Source: an optimization exercise on an open RTL-to-GDS flow (aim: small area, a short achievable clock period and few clock cycles per item). Production flows keep margins and buffers that such runs may drop. No run shown here included a check of the RTL's function; only the layout flow was run.

==> flow/design.v, too long to show whole: its modules and the start of the top module <==
// module FFT: 657 lines
module FFT(clk, rst_n, in_valid, din_r, din_i, out_valid, dout_r, dout_i);
  // ...
==> flow/flow/run.sh <==
#!/bin/bash
set -euo pipefail
export SETUP_SLACK_MARGIN=9
bash standard.sh finish > flow_make.log 2>&1
==> flow/standard.sh <==
#!/bin/bash
# synth_recipe.tcl (not shown) runs the flow's synth.tcl, then flattens the netlist and writes it again
# the make line also repeats each setting of config.mk as NAME=value (left out here)
make -C /OpenROAD-flow-scripts/flow DESIGN_CONFIG=/design/flow/config.mk WORK_HOME=/design/flow/orfs CLKGATE_MAP_FILE= SYNTH_SCRIPT=/design/flow/synth_recipe.tcl "${@:-finish}"
==> flow/config.mk <==
export PLATFORM = sky130hd
export DESIGN_NAME = FFT
export DESIGN_NICKNAME = FFT
export VERILOG_FILES = /design/flow/design.v
export SDC_FILE = /design/flow/constraint.sdc
export NUM_CORES = 4
export LEC_CHECK = 0
export CAP_MARGIN = 20
export CORE_MARGIN = 2
export CORE_UTILIZATION = 40
export PLACE_DENSITY = 0.6
export SLEW_MARGIN = 20
==> flow/constraint.sdc <==
create_clock -name core_clock -period 12.0 [get_ports {clk}]
set_input_delay 2.4000 -clock core_clock [delete_from_list [all_inputs] [get_ports {clk}]]
set_output_delay 2.4000 -clock core_clock [all_outputs]
set_load 0.01 [all_outputs]
==> summary.txt, run 1 <==
routed len/inst 23.8 um; Unique masters post-synth 77; post-synth top area cell dfxtp_1; post-layout minimum cycle time 3990 ps; syn nets 11947; PnR worst setup slack 8010 ps; DRT met1 WL 144 mm; Root Driver clkbuf_16; clock skew 67.2 ps; synthesis-to-layout area growth 28.4%; Yosys reg bits 1756; CP endpoint kind register; Final Cycle Share 33.2%; Final ANT Viol Nets 0; outcome timing/DRC/antenna clean; Buf/Inv on CP 5; gr busiest metal met2; layout cells sized above 1 28.7%; # Max-Cap Violations 0; RSZ-0062 raised after global routing true; Detailed Route Iter0 Violations 6976; number of global-route vias before repair 77638
==> run 2: changes to the inputs <==
--- a/flow/design.v
+++ b/flow/design.v
@@ -605,47 +605,43 @@
 wire [15:0] uas173 = fas139 ^ fac140 ^ fbs147;
 wire [15:0] uac174 = {((fas139) & (fac140) | (fas139) & (fbs147) | (fac140) & (fbs147)), 1'b0};
 wire [15:0] uas175 = uas173 ^ uac174 ^ fbc148;
 wire [15:0] uac176 = {((uas173) & (uac174) | (uas173) & (fbc148) | (uac174) & (fbc148)), 1'b0};
 wire [15:0] ubs177 = fbs147 ^ fbc148 ^ ~fas139;
 wire [15:0] ubc178 = {((fbs147) & (fbc148) | (fbs147) & (~fas139) | (fbc148) & (~fas139)), 1'b0};
 wire [15:0] ubs179 = ubs177 ^ ubc178 ^ ~fac140;
 wire [15:0] ubc180 = {((ubs177) & (ubc178) | (ubs177) & (~fac140) | (ubc178) & (~fac140)), 1'b0};
-wire [15:0] ubs181 = ubs179 ^ ubc180 ^ 16'd2;
-wire [15:0] ubc182 = {((ubs179) & (ubc180) | (ubs179) & (16'd2) | (ubc180) & (16'd2)), 1'b0};
-wire [15:0] ucs183 = fds163 ^ fdc164 ^ ~fcs155;
-wire [15:0] ucc184 = {((fds163) & (fdc164) | (fds163) & (~fcs155) | (fdc164) & (~fcs155)), 1'b0};
-wire [15:0] ucs185 = ucs183 ^ ucc184 ^ ~fcc156;
-wire [15:0] ucc186 = {((ucs183) & (ucc184) | (ucs183) & (~fcc156) | (ucc184) & (~fcc156)), 1'b0};
-wire [15:0] ucs187 = ucs185 ^ ucc186 ^ 16'd2;
-wire [15:0] ucc188 = {((ucs185) & (ucc186) | (ucs185) & (16'd2) | (ucc186) & (16'd2)), 1'b0};
-wire [15:0] uds189 = fes171 ^ fec172 ^ ~fds163;
-wire [15:0] udc190 = {((fes171) & (fec172) | (fes171) & (~fds163) | (fec172) & (~fds163)), 1'b0};
-wire [15:0] uds191 = uds189 ^ udc190 ^ ~fdc164;
-wire [15:0] udc192 = {((uds189) & (udc190) | (uds189) & (~fdc164) | (udc190) & (~fdc164)), 1'b0};
-wire [15:0] uds193 = uds191 ^ udc192 ^ 16'd2;
-wire [15:0] udc194 = {((uds191) & (udc192) | (uds191) & (16'd2) | (udc192) & (16'd2)), 1'b0};
+wire [15:0] ucs181 = fds163 ^ fdc164 ^ ~fcs155;
+wire [15:0] ucc182 = {((fds163) & (fdc164) | (fds163) & (~fcs155) | (fdc164) & (~fcs155)), 1'b0};
+wire [15:0] ucs183 = ucs181 ^ ucc182 ^ ~fcc156;
+wire [15:0] ucc184 = {((ucs181) & (ucc182) | (ucs181) & (~fcc156) | (ucc182) & (~fcc156)), 1'b0};
+wire [15:0] uds185 = fes171 ^ fec172 ^ ~fds163;
+wire [15:0] udc186 = {((fes171) & (fec172) | (fes171) & (~fds163) | (fec172) & (~fds163)), 1'b0};
+wire [15:0] uds187 = uds185 ^ udc186 ^ ~fdc164;
+wire [15:0] udc188 = {((uds185) & (udc186) | (uds185) & (~fdc164) | (udc186) & (~fdc164)), 1'b0};
 wire [15:0] U1rs = d2 ? uas175 : E1r; wire [15:0] U1rc = d2 ? uac176 : 16'd0;
-wire [15:0] U1is = d2 ? ubs181 : E1i; wire [15:0] U1ic = d2 ? ubc182 : 16'd0;
-wire [15:0] U3rs = d2 ? ucs187 : E3r; wire [15:0] U3rc = d2 ? ucc188 : 16'd0;
-wire [15:0] U3is = d2 ? uds193 : E3i; wire [15:0] U3ic = d2 ? udc194 : 16'd0;
+wire [15:0] U1is = d2 ? ubs179 : E1i; wire [15:0] U1ic = d2 ? ubc180 : 16'd0;
+wire [15:0] U3rs = d2 ? ucs183 : E3r; wire [15:0] U3rc = d2 ? ucc184 : 16'd0;
+wire [15:0] U3is = d2 ? uds187 : E3i; wire [15:0] U3ic = d2 ? udc188 : 16'd0;
     reg [15:0] Ars, Arc, Brs, Brc, Ais, Aic, Bis, Bic;
     reg [15:0] Y0r, Y0i;
     reg e3, e4;
+    reg [2:0] KYr, KYi;
     always @(posedge clk) begin
       Ars <= d3 ? U1is : U1rs; Arc <= d3 ? U1ic : U1rc;
       Brs <= d3 ? ~U3is : U3rs; Brc <= d3 ? ~U3ic : U3rc;
       Ais <= d3b ? U3rs : U1is; Aic <= d3b ? U3rc : U1ic;
       Bis <= d3b ? ~U1rs : U3is; Bic <= d3b ? ~U1rc : U3ic;
       Y0r <= addsub(U0r, U2r, d3); Y0i <= addsub(U0i, U2i, d3b);
       e3 <= d3; e4 <= d4;
+      KYr <= d3 ? 3'd2 : (d2 ? 3'd2 : 3'd0); KYi <= d3b ? (d2 ? 3'd4 : 3'd2) : (d2 ? 3'd4 : 3'd0);
     end
-    wire [15:0] y1r = Ars + Arc + Brs + Brc + {14'd0, e3, 1'b0};
-    wire [15:0] y1i = Ais + Aic + Bis + Bic + {14'd0, e3, 1'b0};
+    wire [15:0] y1r = Ars + Arc + Brs + Brc + {13'd0, KYr};
+    wire [15:0] y1i = Ais + Aic + Bis + Bic + {13'd0, KYi};
     reg [15:0] Y0dr, Y0di, Y1r, Y1i;
     reg g4;
     always @(posedge clk) begin
       Y0dr <= Y0r; Y0di <= Y0i;
       Y1r <= y1r ^ {16{e4}}; Y1i <= y1i ^ {16{e4}};
       g4 <= e4;
     end
     reg [15:0] Xr, Xi;
==> flow/flow/run.sh (replaced) <==
#!/bin/bash
set -euo pipefail
export SETUP_SLACK_MARGIN=8
bash standard.sh finish > flow_make.log 2>&1
==> run 2 against run 1 <==
Against the previous run:
- via count decreased by 5.5%
- maximum frequency decreased by 3.2%
- area after synthesis decreased by 0.46%
- highest routed layer unchanged
==> summary.txt, run 2 <==
synthesis-to-layout area growth 12.5%; # setup viols final 0; Final ANT Viol Nets 0 (unchanged); Ports 60; initial antenna violation count 50; cell row count 184; Setup TNS 0 ps; DP Area 0.105 sq mm; asr flop ratio synth 0.510%; Die Span X 508 um; routed vias/inst 5.33; post-synth top area cell dfxtp_1; largest net degree at the start of global routing 94; # clock sinks 1763; Starting Density 40.3%; post-layout minimum cycle time 4120 ps (+133 ps); Post-Syn Area 0.102 sq mm; Worst Tran Pin Value 1160 ps; Clock transition at path regs 60 ps; RSZ-0062 raised after global routing true; GRT Residual Overflow 0; most frequent cells in the layout 1682 x dfxtp_1, 1444 x inv_1, 918 x fa_1; clock tree buffer depth 3; Final Cycle Share 34.3% (+1.1 points); predominant post-synthesis flop cell dfxtp_1; # DRC 0; Mean Syn Cell Area 9.98 sq um; layout cells sized above 1 8.13% (-21 points); Crit path required time 12760 ps; Unique masters post-synth 77 (unchanged); Slew Viols, Final 0; H-tree levels 4; number of global-route vias before repair 73887 (-4.8%); worst-skew pair later-pin latency 860 ps; crit-path max FO 2; CP endpoint kind register; critical path arrival 4880 ps; routed len/inst 23.5 um (-0.99%); Gate Count Post-Synth 10170; Die ar. 0.258 sq mm; Hold WC Path Type reg2reg; count leader, synth dfxtp_1; outcome timing/DRC/antenna clean; clock skew 68.0 ps (+0.888 ps); post-synthesis sequential area ratio 34.8%; Post-synth EDFFs 0; final instance area 0.114 sq mm; first-pass GRT wire length 473 mm; Final Net Count 11814; Routed WL 321 mm; Final GP Congestion 0.938; gr usage total 24.5%; height of the die 508 um; Yosys reg bits 1763 (+0.40%); Detailed Route Iter0 Violations 7494 (+7.4%); # Max-Cap Violations 0 (unchanged); CTS buffer count 179; critical path launch point type register; CTS tree built; fmax 243 MHz; Vias 72724; Post-synth top cells 1754 x dfxtp_1, 1474 x inv_1, 935 x fa_1, 761 x nand2_1, 707 x ha_1; largest cells by area after synthesis dfxtp_1 35%, fa_1 18%, ha_1 8.7%, xnor2_1 5.8%, inv_1 5.5%; Synthesis Warnings 9; commonest non-fill, non-tap cell in the layout dfxtp_1; DP Wirelength 248 mm; final hold violation count 0; total core area 0.252 sq mm; fillcell total 23635; Root Driver clkbuf_16; Port Buf Inserts 59; hold buffer count at CTS 0; post-synth top area share 34.6%; kind of critical path reg2reg; first-pass iteration count of the detailed router 8; syn nets 11839 (-0.90%); Relative slew margins 22.5%
[run 2: per-layer routing]
layer | routed length [um] | GRT usage (%) | vias up
met5 | 191 | 0 | -
li1 | - | - | 33286
met3 | 24800 | 4.61 | 566
met4 | 14000 | 9.39 | 32
met2 | 143000 | 38.5 | 2597
met1 | 139000 | 33.2 | 36243
[run 2: kinds of logic after synthesis]
family | after synthesis | synth area share, %
compound gates | 1984 | 13.4
buf+inv | 1947 | 7.24
flops | 1763 | 34.8
simple gates | 1677 | 7.29
fa+ha+maj | 1642 | 27.2
xor+xnor | 1059 | 9.14
mux | 98 | 0.972
[run 2: final cells by class]
cell class / instances / area [sq um] / area share [%]
multi-input combinational: 6460 / 59800 / 52.4
sequential: 1763 / 35500 / 31.1
inverter: 1478 / 5630 / 4.93
clock buffer: 252 / 5170 / 4.53
tap: 3348 / 4190 / 3.67
timing repair buffer: 263 / 2820 / 2.47
clock inverter: 76 / 1030 / 0.903
antenna: 8 / 20.0 / 0.0175
[run 2: final timing paths]
path                       slack, ps                end  cells past startpoint               from
min reg2reg                      290  r0r[3][1]$_DFF_P_                      0  r0r[2][1]$_DFF_P_
max                             7880    Y1i[14]$_DFF_P_                     20     Bis[2]$_DFF_P_
min                              290  r0r[3][1]$_DFF_P_                      0  r0r[2][1]$_DFF_P_
min in group asynchronous       1880   P[3]$_DFFE_PN0P_                      1              rst_n
max reg2reg                     7880    Y1i[14]$_DFF_P_                     20     Bis[2]$_DFF_P_
max in group asynchronous       9830   P[6]$_DFFE_PN0P_                      1              rst_n
[run 2: worst max-delay path, stage by stage (launching register included)]
cell	delay, ps
dfxtp_2	320
inv_2	30
fa_1	540
inv_1	50
fa_1	480
inv_1	50
fa_2	520
inv_2	40
ha_4	150
inv_2	60
fa_2	220
nor2b_2	50
o21ai_1	130
nand2b_1	130
a21o_1	190
a21o_1	190
a21o_1	160
a21o_1	210
a31oi_4	170
a21oi_2	100
xnor2_2	220
[run 2: what timing repair did]
action | CTS | global route
hold endpoints to repair | 0 | 0
resized for setup | 202 | 191
pin swaps | 33 | 51
endpoints found under the setup margin | 298 | 125
buffers inserted | 47 | 57
cloned | 11 | 7
[run 2: stage by stage]
step                      hold WS [ps]  utilization (%)  instances  worst slack [ps]
after floorplan                    310                -      10170              7790
after global placement             313             41.8      13187              6420
after detailed placement           312             41.8      13189              6400
after CTS                          289             44.8      13575              7840
after global routing               299             45.3      13641              7770
final                              292             45.3      13648              7880

-- what the ideal ports hide --
How much do the figures lean on ideal ports? The routed layouts below were timed once more, with nothing changed but the port constraints.
Step 1 (the two cells are an assumption about what drives the block):
set clk [get_ports {clk}]
set_driving_cell -lib_cell sky130_fd_sc_hd__clkbuf_16 $clk
set_driving_cell -lib_cell sky130_fd_sc_hd__buf_2 [delete_from_list [all_inputs] $clk]
Step 2 adds t to the input delays and takes it off the output delays; t is the mean of the earliest and latest rising clock arrival at the registers after step 1. Input paths then give back, and output paths get back, about the clock's delay inside the block.
Slacks: ideal / step 1 / step 2; pairs: ideal / step 1.
| run | t (ns) | slack for setup (ns) | clock arrival spread, ns | worst register clock-pin slew, ns | pins driven straight from the clock port |
|---|---|---|---|---|---|
| run 1 | 0.931 | 8.014 / 8.014 / 7.345 | 0.070 / 0.071 | 0.07 / 0.07 | 1 |
| run 2 | 0.921 | 7.881 / 7.881 / 7.215 | 0.069 / 0.068 | 0.07 / 0.07 | 1 |
After both steps setup and hold are still met in every run listed. For run 1, which loses most, drivers alone change the setup slack by 0.000 ns; drivers and shift together by -0.669 ns.
